Source: an optimization exercise on an open RTL-to-GDS flow (aim: small area and a short achievable clock period). Production flows keep margins and buffers that such runs may drop.
Only the layout flow was run in this run; the RTL was not checked for function there.

==> design.v <==
module prng (
    input logic [31:0] seed,
    output logic [31:0] rand_num,
    input logic clk,
    input logic rst
);
    logic [31:0] state;
    wire [30:0] x = state[30:0];
    wire [30:0] xn = ~state[30:0];
    wire [30:0] nxt;
    wire s1;
    wire c2;
    wire s3;
    wire c4;
    wire s5;
    wire c6;
    wire s7;
    wire c8;
    wire s9;
    wire c10;
    wire s11;
    wire c12;
    wire s13;
    wire c14;
    wire s15;
    wire c16;
    wire s17;
    wire c18;
    wire s19;
    wire c20;
    wire s21;
    wire c22;
    wire s23;
    wire c24;
    wire s25;
    wire c26;
    wire s27;
    wire c28;
    wire s29;
    wire c30;
    wire s31;
    wire c32;
    wire s33;
    wire c34;
    wire s35;
    wire c36;
    wire s37;
    wire c38;
    wire s39;
    wire c40;
    wire s41;
    wire c42;
    wire s43;
    wire c44;
    wire s45;
    wire c46;
    wire s47;
    wire c48;
    wire s49;
    wire c50;
    wire s51;
    wire c52;
    wire s53;
    wire c54;
    wire s55;
    wire c56;
    wire s57;
    wire c58;
    wire s59;
    wire c60;
    wire s61;
    wire c62;
    wire s63;
    wire c64;
    wire s65;
    wire c66;
    wire s67;
    wire c68;
    wire s69;
    wire c70;
    wire s71;
    wire c72;
    wire s73;
    wire c74;
    wire s75;
    wire c76;
    wire s77;
    wire c78;
    wire s79;
    wire c80;
    wire s81;
    wire c82;
    wire s83;
    wire c84;
    wire s85;
    wire c86;
    wire s87;
    wire c88;
    wire s89;
    wire c90;
    wire s91;
    wire c92;
    wire s93;
    wire c94;
    wire s95;
    wire c96;
    wire s97;
    wire c98;
    wire s99;
    wire c100;
    wire s101;
    wire c102;
    wire s103;
    wire c104;
    wire s105;
    wire c106;
    wire s107;
    wire c108;
    wire s109;
    wire c110;
    wire s111;
    wire c112;
    wire s113;
    wire c114;
    wire s115;
    wire c116;
    wire s117;
    wire c118;
    wire s119;
    wire c120;
    wire s121;
    wire c122;
    wire s123;
    wire c124;
    wire s125;
    wire c126;
    wire s127;
    wire c128;
    wire s129;
    wire c130;
    wire s131;
    wire c132;
    wire s133;
    wire c134;
    wire s135;
    wire c136;
    wire s137;
    wire c138;
    wire s139;
    wire c140;
    wire s141;
    wire c142;
    wire s143;
    wire c144;
    wire s145;
    wire c146;
    wire s147;
    wire c148;
    wire s149;
    wire c150;
    wire s151;
    wire c152;
    wire s153;
    wire c154;
    wire s155;
    wire c156;
    wire s157;
    wire c158;
    wire s159;
    wire c160;
    wire s161;
    wire c162;
    wire s163;
    wire c164;
    wire s165;
    wire c166;
    wire s167;
    wire c168;
    wire s169;
    wire c170;
    wire s171;
    wire c172;
    wire s173;
    wire c174;
    wire s175;
    wire c176;
    wire s177;
    wire c178;
    wire s179;
    wire c180;
    wire s181;
    wire c182;
    wire s183;
    wire c184;
    wire s185;
    wire c186;
    wire s187;
    wire c188;
    wire s189;
    wire c190;
    wire s191;
    wire c192;
    wire s193;
    wire c194;
    wire s195;
    wire c196;
    wire s197;
    wire c198;
    wire s199;
    wire c200;
    wire s201;
    wire c202;
    wire s203;
    wire c204;
    wire s205;
    wire c206;
    wire s207;
    wire c208;
    wire s209;
    wire c210;
    wire s211;
    wire c212;
    wire s213;
    wire c214;
    wire s215;
    wire c216;
    wire s217;
    wire c218;
    wire s219;
    wire c220;
    wire s221;
    wire c222;
    wire s223;
    wire c224;
    wire s225;
    wire c226;
    wire s227;
    wire c228;
    wire s229;
    wire c230;
    wire s231;
    wire c232;
    wire s233;
    wire c234;
    wire s235;
    wire c236;
    wire s237;
    wire c238;
    wire s239;
    wire c240;
    wire s241;
    wire c242;
    wire s243;
    wire c244;
    wire s245;
    wire c246;
    wire s247;
    wire c248;
    wire s249;
    wire c250;
    wire s251;
    wire c252;
    wire s253;
    wire c254;
    wire s255;
    wire c256;
    wire s257;
    wire c258;
    wire s259;
    wire c260;
    wire s261;
    wire c262;
    wire s263;
    wire c264;
    wire s265;
    wire c266;
    wire s267;
    wire c268;
    wire s269;
    wire c270;
    wire s271;
    wire c272;
    wire s273;
    wire c274;
    wire s275;
    wire c276;
    wire s277;
    wire c278;
    wire s279;
    wire c280;
    wire s281;
    wire c282;
    wire s283;
    wire c284;
    wire s285;
    wire c286;
    wire s287;
    wire c288;
    wire s289;
    wire c290;
    wire s291;
    wire s292;
    wire s293;
    wire s294;
    wire s295;
    wire s296;
    wire s297;
    wire s298;
    wire s299;
    wire s300;
    assign s1 = 1'b0 ^ ~x[2] ^ x[0];
    assign c2 = (1'b0 & ~x[2]) | (1'b0 & x[0]) | (~x[2] & x[0]);
    assign s3 = 1'b0 ^ x[1] ^ c2;
    assign c4 = (1'b0 & x[1]) | (1'b0 & c2) | (x[1] & c2);
    fa u_s5 (.a(x[2]), .b(x[0]), .c(c4), .s(s5), .co(c6));
    fa u_s7 (.a(x[3]), .b(x[1]), .c(c6), .s(s7), .co(c8));
    assign s9 = 1'b0 ^ x[4] ^ x[2];
    assign c10 = (1'b0 & x[4]) | (1'b0 & x[2]) | (x[4] & x[2]);
    fa u_s11 (.a(~x[6]), .b(s9), .c(c8), .s(s11), .co(c12));
    fa u_s13 (.a(x[5]), .b(x[3]), .c(c10), .s(s13), .co(c14));
    fa u_s15 (.a(x[7]), .b(x[0]), .c(~s13), .s(s15), .co(c16));
    fa u_s17 (.a(x[6]), .b(x[4]), .c(c14), .s(s17), .co(c18));
    fa u_s19 (.a(x[8]), .b(x[1]), .c(c16), .s(s19), .co(c20));
    assign s21 = 1'b0 ^ x[7] ^ x[5];
    assign c22 = (1'b0 & x[7]) | (1'b0 & x[5]) | (x[7] & x[5]);
    fa u_s23 (.a(x[0]), .b(s21), .c(c18), .s(s23), .co(c24));
    fa u_s25 (.a(x[9]), .b(x[2]), .c(c20), .s(s25), .co(c26));
    fa u_s27 (.a(x[8]), .b(x[6]), .c(x[1]), .s(s27), .co(c28));
    fa u_s29 (.a(c22), .b(s27), .c(c24), .s(s29), .co(c30));
    fa u_s31 (.a(x[10]), .b(x[3]), .c(c26), .s(s31), .co(c32));
    fa u_s33 (.a(x[9]), .b(x[7]), .c(x[2]), .s(s33), .co(c34));
    fa u_s35 (.a(x[11]), .b(x[4]), .c(~c28), .s(s35), .co(c36));
    fa u_s37 (.a(s33), .b(~s35), .c(c30), .s(s37), .co(c38));
    assign s39 = 1'b0 ^ x[10] ^ x[8];
    assign c40 = (1'b0 & x[10]) | (1'b0 & x[8]) | (x[10] & x[8]);
    fa u_s41 (.a(x[12]), .b(x[5]), .c(x[0]), .s(s41), .co(c42));
    fa u_s43 (.a(x[3]), .b(c34), .c(s39), .s(s43), .co(c44));
    fa u_s45 (.a(s41), .b(c36), .c(~s43), .s(s45), .co(c46));
    assign s47 = 1'b0 ^ x[11] ^ x[9];
    assign c48 = (1'b0 & x[11]) | (1'b0 & x[9]) | (x[11] & x[9]);
    fa u_s49 (.a(x[13]), .b(x[6]), .c(x[1]), .s(s49), .co(c50));
    fa u_s51 (.a(x[4]), .b(c40), .c(s47), .s(s51), .co(c52));
    fa u_s53 (.a(c42), .b(s49), .c(c46), .s(s53), .co(c54));
    fa u_s55 (.a(c44), .b(s51), .c(~s53), .s(s55), .co(c56));
    fa u_s57 (.a(x[12]), .b(x[10]), .c(x[5]), .s(s57), .co(c58));
    fa u_s59 (.a(x[14]), .b(x[7]), .c(x[2]), .s(s59), .co(c60));
    fa u_s61 (.a(x[0]), .b(c50), .c(s59), .s(s61), .co(c62));
    fa u_s63 (.a(c48), .b(s57), .c(c52), .s(s63), .co(c64));
    fa u_s65 (.a(s61), .b(~s63), .c(c54), .s(s65), .co(c66));
    fa u_s67 (.a(x[13]), .b(x[11]), .c(x[6]), .s(s67), .co(c68));
    fa u_s69 (.a(x[15]), .b(x[8]), .c(x[3]), .s(s69), .co(c70));
    fa u_s71 (.a(x[1]), .b(c60), .c(s69), .s(s71), .co(c72));
    fa u_s73 (.a(c58), .b(s67), .c(c64), .s(s73), .co(c74));
    fa u_s75 (.a(c62), .b(s71), .c(c66), .s(s75), .co(c76));
    fa u_s77 (.a(x[14]), .b(x[12]), .c(x[7]), .s(s77), .co(c78));
    fa u_s79 (.a(x[16]), .b(x[9]), .c(x[4]), .s(s79), .co(c80));
    fa u_s81 (.a(x[2]), .b(c70), .c(s79), .s(s81), .co(c82));
    fa u_s83 (.a(c68), .b(s77), .c(c74), .s(s83), .co(c84));
    fa u_s85 (.a(c72), .b(s81), .c(c76), .s(s85), .co(c86));
    assign s87 = 1'b0 ^ x[15] ^ x[13];
    assign c88 = (1'b0 & x[15]) | (1'b0 & x[13]) | (x[15] & x[13]);
    fa u_s89 (.a(x[17]), .b(x[10]), .c(x[5]), .s(s89), .co(c90));
    fa u_s91 (.a(x[8]), .b(x[0]), .c(c78), .s(s91), .co(c92));
    fa u_s93 (.a(x[3]), .b(c80), .c(s89), .s(s93), .co(c94));
    fa u_s95 (.a(s87), .b(s91), .c(c84), .s(s95), .co(c96));
    fa u_s97 (.a(c82), .b(s93), .c(c86), .s(s97), .co(c98));
    fa u_s99 (.a(x[16]), .b(x[14]), .c(x[9]), .s(s99), .co(c100));
    fa u_s101 (.a(x[18]), .b(x[11]), .c(x[6]), .s(s101), .co(c102));
    fa u_s103 (.a(x[1]), .b(c88), .c(s99), .s(s103), .co(c104));
    fa u_s105 (.a(x[4]), .b(c90), .c(s101), .s(s105), .co(c106));
    fa u_s107 (.a(c92), .b(~c94), .c(s103), .s(s107), .co(c108));
    fa u_s109 (.a(~s105), .b(s107), .c(c96), .s(s109), .co(c110));
    fa u_s111 (.a(x[17]), .b(x[15]), .c(x[10]), .s(s111), .co(c112));
    fa u_s113 (.a(x[19]), .b(x[12]), .c(x[7]), .s(s113), .co(c114));
    fa u_s115 (.a(x[5]), .b(x[0]), .c(c102), .s(s115), .co(c116));
    fa u_s117 (.a(x[2]), .b(c100), .c(s111), .s(s117), .co(c118));
    fa u_s119 (.a(s113), .b(c106), .c(s115), .s(s119), .co(c120));
    fa u_s121 (.a(c104), .b(s117), .c(c108), .s(s121), .co(c122));
    fa u_s123 (.a(~s119), .b(s121), .c(c110), .s(s123), .co(c124));
    fa u_s125 (.a(x[18]), .b(x[16]), .c(x[11]), .s(s125), .co(c126));
    fa u_s127 (.a(x[20]), .b(x[13]), .c(x[8]), .s(s127), .co(c128));
    fa u_s129 (.a(x[6]), .b(x[1]), .c(c114), .s(s129), .co(c130));
    fa u_s131 (.a(x[3]), .b(c112), .c(s125), .s(s131), .co(c132));
    fa u_s133 (.a(s127), .b(c116), .c(s129), .s(s133), .co(c134));
    fa u_s135 (.a(c118), .b(s131), .c(c122), .s(s135), .co(c136));
    fa u_s137 (.a(c120), .b(s133), .c(~s135), .s(s137), .co(c138));
    fa u_s139 (.a(x[19]), .b(x[17]), .c(x[12]), .s(s139), .co(c140));
    fa u_s141 (.a(x[21]), .b(x[14]), .c(x[9]), .s(s141), .co(c142));
    fa u_s143 (.a(x[7]), .b(x[2]), .c(c128), .s(s143), .co(c144));
    fa u_s145 (.a(x[4]), .b(c126), .c(s139), .s(s145), .co(c146));
    fa u_s147 (.a(s141), .b(c130), .c(s143), .s(s147), .co(c148));
    fa u_s149 (.a(c132), .b(s145), .c(c136), .s(s149), .co(c150));
    fa u_s151 (.a(c134), .b(s147), .c(c138), .s(s151), .co(c152));
    assign s153 = 1'b0 ^ x[20] ^ x[18];
    assign c154 = (1'b0 & x[20]) | (1'b0 & x[18]) | (x[20] & x[18]);
    fa u_s155 (.a(x[22]), .b(x[15]), .c(x[10]), .s(s155), .co(c156));
    fa u_s157 (.a(x[13]), .b(x[5]), .c(x[0]), .s(s157), .co(c158));
    fa u_s159 (.a(x[8]), .b(x[3]), .c(c142), .s(s159), .co(c160));
    fa u_s161 (.a(c140), .b(s153), .c(s157), .s(s161), .co(c162));
    fa u_s163 (.a(s155), .b(c144), .c(s159), .s(s163), .co(c164));
    fa u_s165 (.a(c146), .b(s161), .c(c150), .s(s165), .co(c166));
    fa u_s167 (.a(c148), .b(s163), .c(c152), .s(s167), .co(c168));
    fa u_s169 (.a(x[21]), .b(x[19]), .c(x[14]), .s(s169), .co(c170));
    fa u_s171 (.a(x[23]), .b(x[16]), .c(x[11]), .s(s171), .co(c172));
    fa u_s173 (.a(x[6]), .b(x[1]), .c(c154), .s(s173), .co(c174));
    fa u_s175 (.a(x[9]), .b(x[4]), .c(c156), .s(s175), .co(c176));
    fa u_s177 (.a(c158), .b(s169), .c(c162), .s(s177), .co(c178));
    fa u_s179 (.a(s171), .b(c160), .c(s175), .s(s179), .co(c180));
    fa u_s181 (.a(s173), .b(~c164), .c(s177), .s(s181), .co(c182));
    fa u_s183 (.a(~s179), .b(s181), .c(c166), .s(s183), .co(c184));
    fa u_s185 (.a(x[22]), .b(x[20]), .c(x[15]), .s(s185), .co(c186));
    fa u_s187 (.a(x[24]), .b(x[17]), .c(x[12]), .s(s187), .co(c188));
    fa u_s189 (.a(x[7]), .b(x[2]), .c(c170), .s(s189), .co(c190));
    fa u_s191 (.a(x[10]), .b(x[5]), .c(c172), .s(s191), .co(c192));
    fa u_s193 (.a(s185), .b(c174), .c(s189), .s(s193), .co(c194));
    fa u_s195 (.a(s187), .b(c176), .c(s191), .s(s195), .co(c196));
    fa u_s197 (.a(c178), .b(s193), .c(c182), .s(s197), .co(c198));
    fa u_s199 (.a(c180), .b(s195), .c(~s197), .s(s199), .co(c200));
    fa u_s201 (.a(x[23]), .b(x[21]), .c(x[16]), .s(s201), .co(c202));
    fa u_s203 (.a(x[25]), .b(x[18]), .c(x[13]), .s(s203), .co(c204));
    fa u_s205 (.a(x[11]), .b(x[6]), .c(x[0]), .s(s205), .co(c206));
    fa u_s207 (.a(x[8]), .b(x[3]), .c(c186), .s(s207), .co(c208));
    fa u_s209 (.a(c188), .b(s203), .c(s205), .s(s209), .co(c210));
    fa u_s211 (.a(s201), .b(c190), .c(s207), .s(s211), .co(c212));
    fa u_s213 (.a(c192), .b(s209), .c(c196), .s(s213), .co(c214));
    fa u_s215 (.a(c194), .b(s211), .c(c198), .s(s215), .co(c216));
    fa u_s217 (.a(s213), .b(c200), .c(~s215), .s(s217), .co(c218));
    fa u_s219 (.a(x[24]), .b(x[22]), .c(x[17]), .s(s219), .co(c220));
    fa u_s221 (.a(x[26]), .b(x[19]), .c(x[14]), .s(s221), .co(c222));
    fa u_s223 (.a(x[12]), .b(x[7]), .c(x[1]), .s(s223), .co(c224));
    fa u_s225 (.a(x[9]), .b(x[4]), .c(c202), .s(s225), .co(c226));
    fa u_s227 (.a(c204), .b(c206), .c(s221), .s(s227), .co(c228));
    fa u_s229 (.a(s219), .b(c208), .c(s225), .s(s229), .co(c230));
    fa u_s231 (.a(s223), .b(c210), .c(s227), .s(s231), .co(c232));
    fa u_s233 (.a(c212), .b(s229), .c(c216), .s(s233), .co(c234));
    fa u_s235 (.a(s231), .b(c214), .c(c218), .s(s235), .co(c236));
    fa u_s237 (.a(x[25]), .b(x[23]), .c(x[18]), .s(s237), .co(c238));
    fa u_s239 (.a(x[27]), .b(x[20]), .c(x[15]), .s(s239), .co(c240));
    fa u_s241 (.a(x[13]), .b(x[8]), .c(x[2]), .s(s241), .co(c242));
    fa u_s243 (.a(x[10]), .b(x[5]), .c(c220), .s(s243), .co(c244));
    fa u_s245 (.a(c222), .b(c224), .c(s239), .s(s245), .co(c246));
    fa u_s247 (.a(s237), .b(c226), .c(s243), .s(s247), .co(c248));
    fa u_s249 (.a(s241), .b(c228), .c(s245), .s(s249), .co(c250));
    fa u_s251 (.a(c230), .b(~c232), .c(s247), .s(s251), .co(c252));
    fa u_s253 (.a(~s249), .b(s251), .c(c234), .s(s253), .co(c254));
    fa u_s255 (.a(x[26]), .b(x[24]), .c(x[19]), .s(s255), .co(c256));
    fa u_s257 (.a(x[28]), .b(x[21]), .c(x[16]), .s(s257), .co(c258));
    fa u_s259 (.a(x[14]), .b(x[9]), .c(x[3]), .s(s259), .co(c260));
    fa u_s261 (.a(x[11]), .b(x[6]), .c(c238), .s(s261), .co(c262));
    fa u_s263 (.a(c240), .b(c242), .c(s257), .s(s263), .co(c264));
    fa u_s265 (.a(s255), .b(c244), .c(s261), .s(s265), .co(c266));
    fa u_s267 (.a(s259), .b(c246), .c(s263), .s(s267), .co(c268));
    fa u_s269 (.a(c248), .b(s265), .c(c252), .s(s269), .co(c270));
    fa u_s271 (.a(c250), .b(s267), .c(~s269), .s(s271), .co(c272));
    fa u_s273 (.a(x[27]), .b(x[25]), .c(x[20]), .s(s273), .co(c274));
    fa u_s275 (.a(x[29]), .b(x[22]), .c(x[17]), .s(s275), .co(c276));
    fa u_s277 (.a(x[15]), .b(x[10]), .c(x[4]), .s(s277), .co(c278));
    fa u_s279 (.a(x[12]), .b(x[7]), .c(c256), .s(s279), .co(c280));
    fa u_s281 (.a(c258), .b(c260), .c(s275), .s(s281), .co(c282));
    fa u_s283 (.a(s273), .b(c262), .c(s279), .s(s283), .co(c284));
    fa u_s285 (.a(s277), .b(c264), .c(s281), .s(s285), .co(c286));
    fa u_s287 (.a(c266), .b(s283), .c(c270), .s(s287), .co(c288));
    fa u_s289 (.a(c268), .b(s285), .c(c272), .s(s289), .co(c290));
    assign s291 = x[28] ^ x[26] ^ x[21];
    assign s292 = x[30] ^ x[23] ^ x[18];
    assign s293 = x[16] ^ x[11] ^ x[5];
    assign s294 = x[13] ^ x[8] ^ c274;
    assign s295 = x[0] ^ c276 ^ c278;
    assign s296 = s292 ^ s293 ^ c282;
    assign s297 = s291 ^ c280 ^ s294;
    assign s298 = s295 ^ c286 ^ s296;
    assign s299 = c284 ^ s297 ^ c288;
    assign s300 = s298 ^ c290 ^ ~s299;
    wire [30:0] ra, rb;
    assign ra[0] = ~1'b0;
    assign rb[0] = x[0];
    assign ra[1] = x[1];
    assign rb[1] = 1'b0;
    assign ra[2] = ~s1;
    assign rb[2] = 1'b0;
    assign ra[3] = x[3];
    assign rb[3] = ~s3;
    assign ra[4] = x[4];
    assign rb[4] = ~s5;
    assign ra[5] = x[5];
    assign rb[5] = ~s7;
    assign ra[6] = ~s11;
    assign rb[6] = 1'b0;
    assign ra[7] = s15;
    assign rb[7] = ~c12;
    assign ra[8] = ~s17;
    assign rb[8] = s19;
    assign ra[9] = ~s23;
    assign rb[9] = s25;
    assign ra[10] = ~s29;
    assign rb[10] = s31;
    assign ra[11] = c32;
    assign rb[11] = ~s37;
    assign ra[12] = s45;
    assign rb[12] = ~c38;
    assign ra[13] = ~s55;
    assign rb[13] = 1'b0;
    assign ra[14] = ~c56;
    assign rb[14] = s65;
    assign ra[15] = ~s73;
    assign rb[15] = s75;
    assign ra[16] = ~s83;
    assign rb[16] = s85;
    assign ra[17] = ~s95;
    assign rb[17] = s97;
    assign ra[18] = ~s109;
    assign rb[18] = c98;
    assign ra[19] = ~s123;
    assign rb[19] = 1'b0;
    assign ra[20] = s137;
    assign rb[20] = ~c124;
    assign ra[21] = ~s149;
    assign rb[21] = s151;
    assign ra[22] = ~s165;
    assign rb[22] = s167;
    assign ra[23] = c168;
    assign rb[23] = ~s183;
    assign ra[24] = s199;
    assign rb[24] = ~c184;
    assign ra[25] = s217;
    assign rb[25] = 1'b0;
    assign ra[26] = ~s233;
    assign rb[26] = s235;
    assign ra[27] = c236;
    assign rb[27] = ~s253;
    assign ra[28] = s271;
    assign rb[28] = ~c254;
    assign ra[29] = ~s287;
    assign rb[29] = s289;
    assign ra[30] = s300;
    assign rb[30] = 1'b0;
    assign nxt = ra + rb;
    always_ff @(posedge clk) begin
        if (rst) begin
            state <= seed;
        end else begin
            state <= {1'b0, nxt};
        end
        rand_num <= state;
    end
endmodule
module fa (
    input  logic a,
    input  logic b,
    input  logic c,
    output logic s,
    output logic co
);
    assign s = a ^ b ^ c;
    assign co = (a & b) | (a & c) | (b & c);
endmodule
==> run.sh <==
#!/bin/bash
# synth_recipe.tcl (not shown) runs the flow's synth.tcl, then flattens the netlist and writes it again
# the make line also repeats each setting of config.mk as NAME=value (left out here)
make -C /OpenROAD-flow-scripts/flow DESIGN_CONFIG=/design/flow/config.mk WORK_HOME=/design/flow/orfs CLKGATE_MAP_FILE= SYNTH_SCRIPT=/design/flow/synth_recipe.tcl finish
==> config.mk <==
export PLATFORM = sky130hd
export DESIGN_NAME = prng
export DESIGN_NICKNAME = prng
export VERILOG_FILES = /design/flow/design.v
export SDC_FILE = /design/flow/constraint.sdc
export NUM_CORES = 4
export LEC_CHECK = 0
export CAP_MARGIN = 20
export CORE_MARGIN = 2
export CORE_UTILIZATION = 40
export SLEW_MARGIN = 20
export SYNTH_HIERARCHICAL = 1
==> constraint.sdc <==
create_clock -name core_clock -period 7.0 [get_ports {clk}]
set_input_delay 1.4000 -clock core_clock [delete_from_list [all_inputs] [get_ports {clk}]]
set_output_delay 1.4000 -clock core_clock [all_outputs]
set_load 0.01 [all_outputs]
==> notes.md <==
## per-stage QoR
stage / util, %
2_1_floorplan: -
6_report: 48.74
3_3_place_gp: 46.77
3_5_place_dp: 46.77
5_1_grt: 48.74
4_1_cts: 48.74
## worst paths after layout
check / to / cells after the start
setup reg to reg: state[29]$_DFF_P_ / 17
hold / removal: rand_num[31]$_DFF_P_ / 0
hold reg to reg: rand_num[31]$_DFF_P_ / 0
setup / recovery: state[29]$_DFF_P_ / 17
## metal layers
metal,vias up,wire length [µm]
met3,27,701
met1,2171,6311
met5,-,0
li1,1861,-
met4,0,374
met2,103,7965
## cell families after synthesis
group	count (synthesis)
AO/OA/AOI/OAI	93
XOR/XNOR	48
adder cells (fa/ha/maj)	169
buffers and inverters	54
flip-flops	64
multiplexers	3
AND/OR/NAND/NOR	85
## registers in the layout (all words and copies together), names as in the netlist
name / cells
rand_num: 32
state: 32
## cell usage after synthesis, types with 3 or more instances
library cell | number | area (µm²)
clkbuf_1 | 8 | 30.03
nand4_1 | 4 | 25.02
o21ai_0 | 31 | 155.2
a21oi_1 | 14 | 70.07
nor3_1 | 4 | 20.02
ha_1 | 32 | 400.4
xor2_1 | 12 | 105.1
o21a_1 | 3 | 22.52
and3_1 | 4 | 25.02
xnor2_1 | 36 | 315.3
o21ai_1 | 10 | 50.05
o211ai_1 | 3 | 22.52
nand3_1 | 3 | 15.01
a41oi_1 | 3 | 26.28
nor2b_1 | 4 | 25.02
a21o_1 | 10 | 75.07
nor2_1 | 13 | 48.80
fa_1 | 137 | 2743
nand2b_1 | 3 | 18.77
mux2_2 | 3 | 33.78
inv_1 | 46 | 172.7
dfxtp_1 | 64 | 1281
nand2_1 | 34 | 127.6
## area by class of cell
| type | instances | area share [%] |
|---|---|---|
| inverters | 46 | 2.348 |
| repair buffers | 75 | 9.799 |
| multi-input cells | 398 | 63.20 |
| clock inverters | 7 | 0.9697 |
| flip-flops and latches | 64 | 17.42 |
| well taps | 188 | 3.198 |
| clock buffers | 9 | 3.062 |
## worst max-delay path, stage by stage (launching register included)
cell and delay [ns]:
dfxtp_1 0.87, ha_1 0.37, fa_1 0.48, inv_1 0.06, fa_1 0.38, fa_1 0.39, fa_1 0.38, fa_1 0.38
fa_1 0.38, fa_1 0.38, ha_1 0.41, or2_2 0.32, a21o_1 0.19, a311o_1 0.34, a21oi_1 0.14, o21ai_1 0.14
nor4_1 0.29, nor3_1 0.09
## per-module statistics from Yosys, one instance, submodules excluded
module  flip-flops and latches  cells
prng                        64    379
fa                           0      1
==> results.cfg <==
[outcome]
status = complete, no violations

[route]
postRouteAntennaNets = 0
wl_per_cell_um = 19.51
drtPass1Iterations = 5
finalWirelength_um = 15350
drc_errors = 0
drtIter0Drc = 218
num_vias = 4162
vias_per_cell = 5.288

[sta]
timing.fmax_ghz = 0.1629
setup_viol_count_final = 0
fin_setup_tns_ns = 0
worst_slack_ns = 0.8629
hold_slack_ns = 0.3243
final.min_clock_period_ns = 6.137
relSlewSlack_pct = 43.89
rsz0062_at_grt = no
fin_crit_sh_pct = 87.67
tightest_slew_ns = 0.8405
hold_viol = 0
worst_clock_skew_ns = 0.008401
slew_violations = 0

[logic_synthesis]
synth_async_sr_flop_share_pct = 0
ys_seq_area_share_pct = 20.89
muxShareOfSynthArea_pct = 0.5509
synth-edff-count = 0
syn_nets = 719
synth_area_um2 = 6132
synth_compound_area_share_pct = 10.08
avgSynthCellArea_um2 = 11.88
synth-simple-area-share_pct = 7.060
synthXorXnorAreaFrac_pct = 6.856
synth_ff_type = dfxtp_1
synthAdderAreaFrac_pct = 51.25
yosysWarnings = 7
synth_top_family_by_area = adder cells
yosysUniqueCellTypes = 50
ys_seq_elements = 64
syn_inst = 516

[placement]
dp_hpwl_um = 11900
dp_worst_setup_slack_ns = 0.8653
placedCellCount = 771
gp_congestion = 0.9080
placed_cell_area_um2 = 7058
portBuffers = 65

[cells_and_area]
multi_input_area_um2 = 4648
nFillCells = 1379
seq_area_um2 = 1281
final_common_cell = fa_1
drive_gt1_share_pct = 6.678
final_cell_mix = fa_1 (137), clkdlybuf4s50_1 (64), dfxtp_1 (64)
final_cell_area_um2 = 7355
finalNonFillerCells = 787
layout.nets = 797
syn_to_final_growth_pct = 19.93
n_antenna_cell = 0

[clocking]
h-tree-depth = 3
postCtsSetupBuffers = 0
clockRootBuffer = clkbuf_16
cts_buffers = 9
cts_resized = 0
clk_pin_slew_ns = 0.06
holdBufCountCts = 0
cts.sinks = 64
insertion_delay_ns = 0.34
cts_buffer_depth = 2
cts_tree = built

[global_route]
use_met1_pct = 25.52
grt_pass1_wl_um = 24380
gr-max-usage-layer = met2
grt_usage_pct = 20.37
grt_util_met3_pct = 4.090
use_met2_pct = 35.33
grt-ovfl-total = 0
grt_max_degree = 63
grt_pass1_vias = 4593
antenna_found_initial = 0

[setup_path]
reg2reg_slack_ns = 0.86
cp_max_fo = 11
startpoint_type = flip-flop
worstPathRequired_ns = 7.22
cp.arrival_ns = 6.35
critPathKind = reg2reg
timing.rr.start = state[8]$_DFF_P_
startpoint = state[8]$_DFF_P_
end_kind = flip-flop

[floorplanning]
start_util_pct = 40.64
fp-row-count = 45
dieHeight_um = 127.8
die_width_um = 127.8
dieArea_um2 = 16340
ios = 66
core_um2 = 15090

[min_path]
hold_class = reg2reg
hold_start = state[31]$_SDFF_PN0_

[run]
max-cap-violations = 0

[separate check: timing with driven ports]
In the flow no input, the clock included, has a driving cell. The finished layout below was timed again as built, in two steps. Step 1: set_driving_cell puts a clkbuf_16 on clk and a buf_2 on each other input, an assumption about the parent block. Step 2 also shifts input and output timing later by t, the mid clock arrival at the registers, as if the neighbouring blocks saw the same clock. Three values: ideal ports, drivers, drivers and shift; two values: the first two.
t (ns): 0.380
setup WS [ns]: 0.863 / 0.863 / 0.863
latest minus earliest clock arrival (ns): 0.008 / 0.009
After both steps this run still meets setup and hold. The setup slack of this run moves by 0.000 ns with the drivers and by 0.000 ns with both steps.
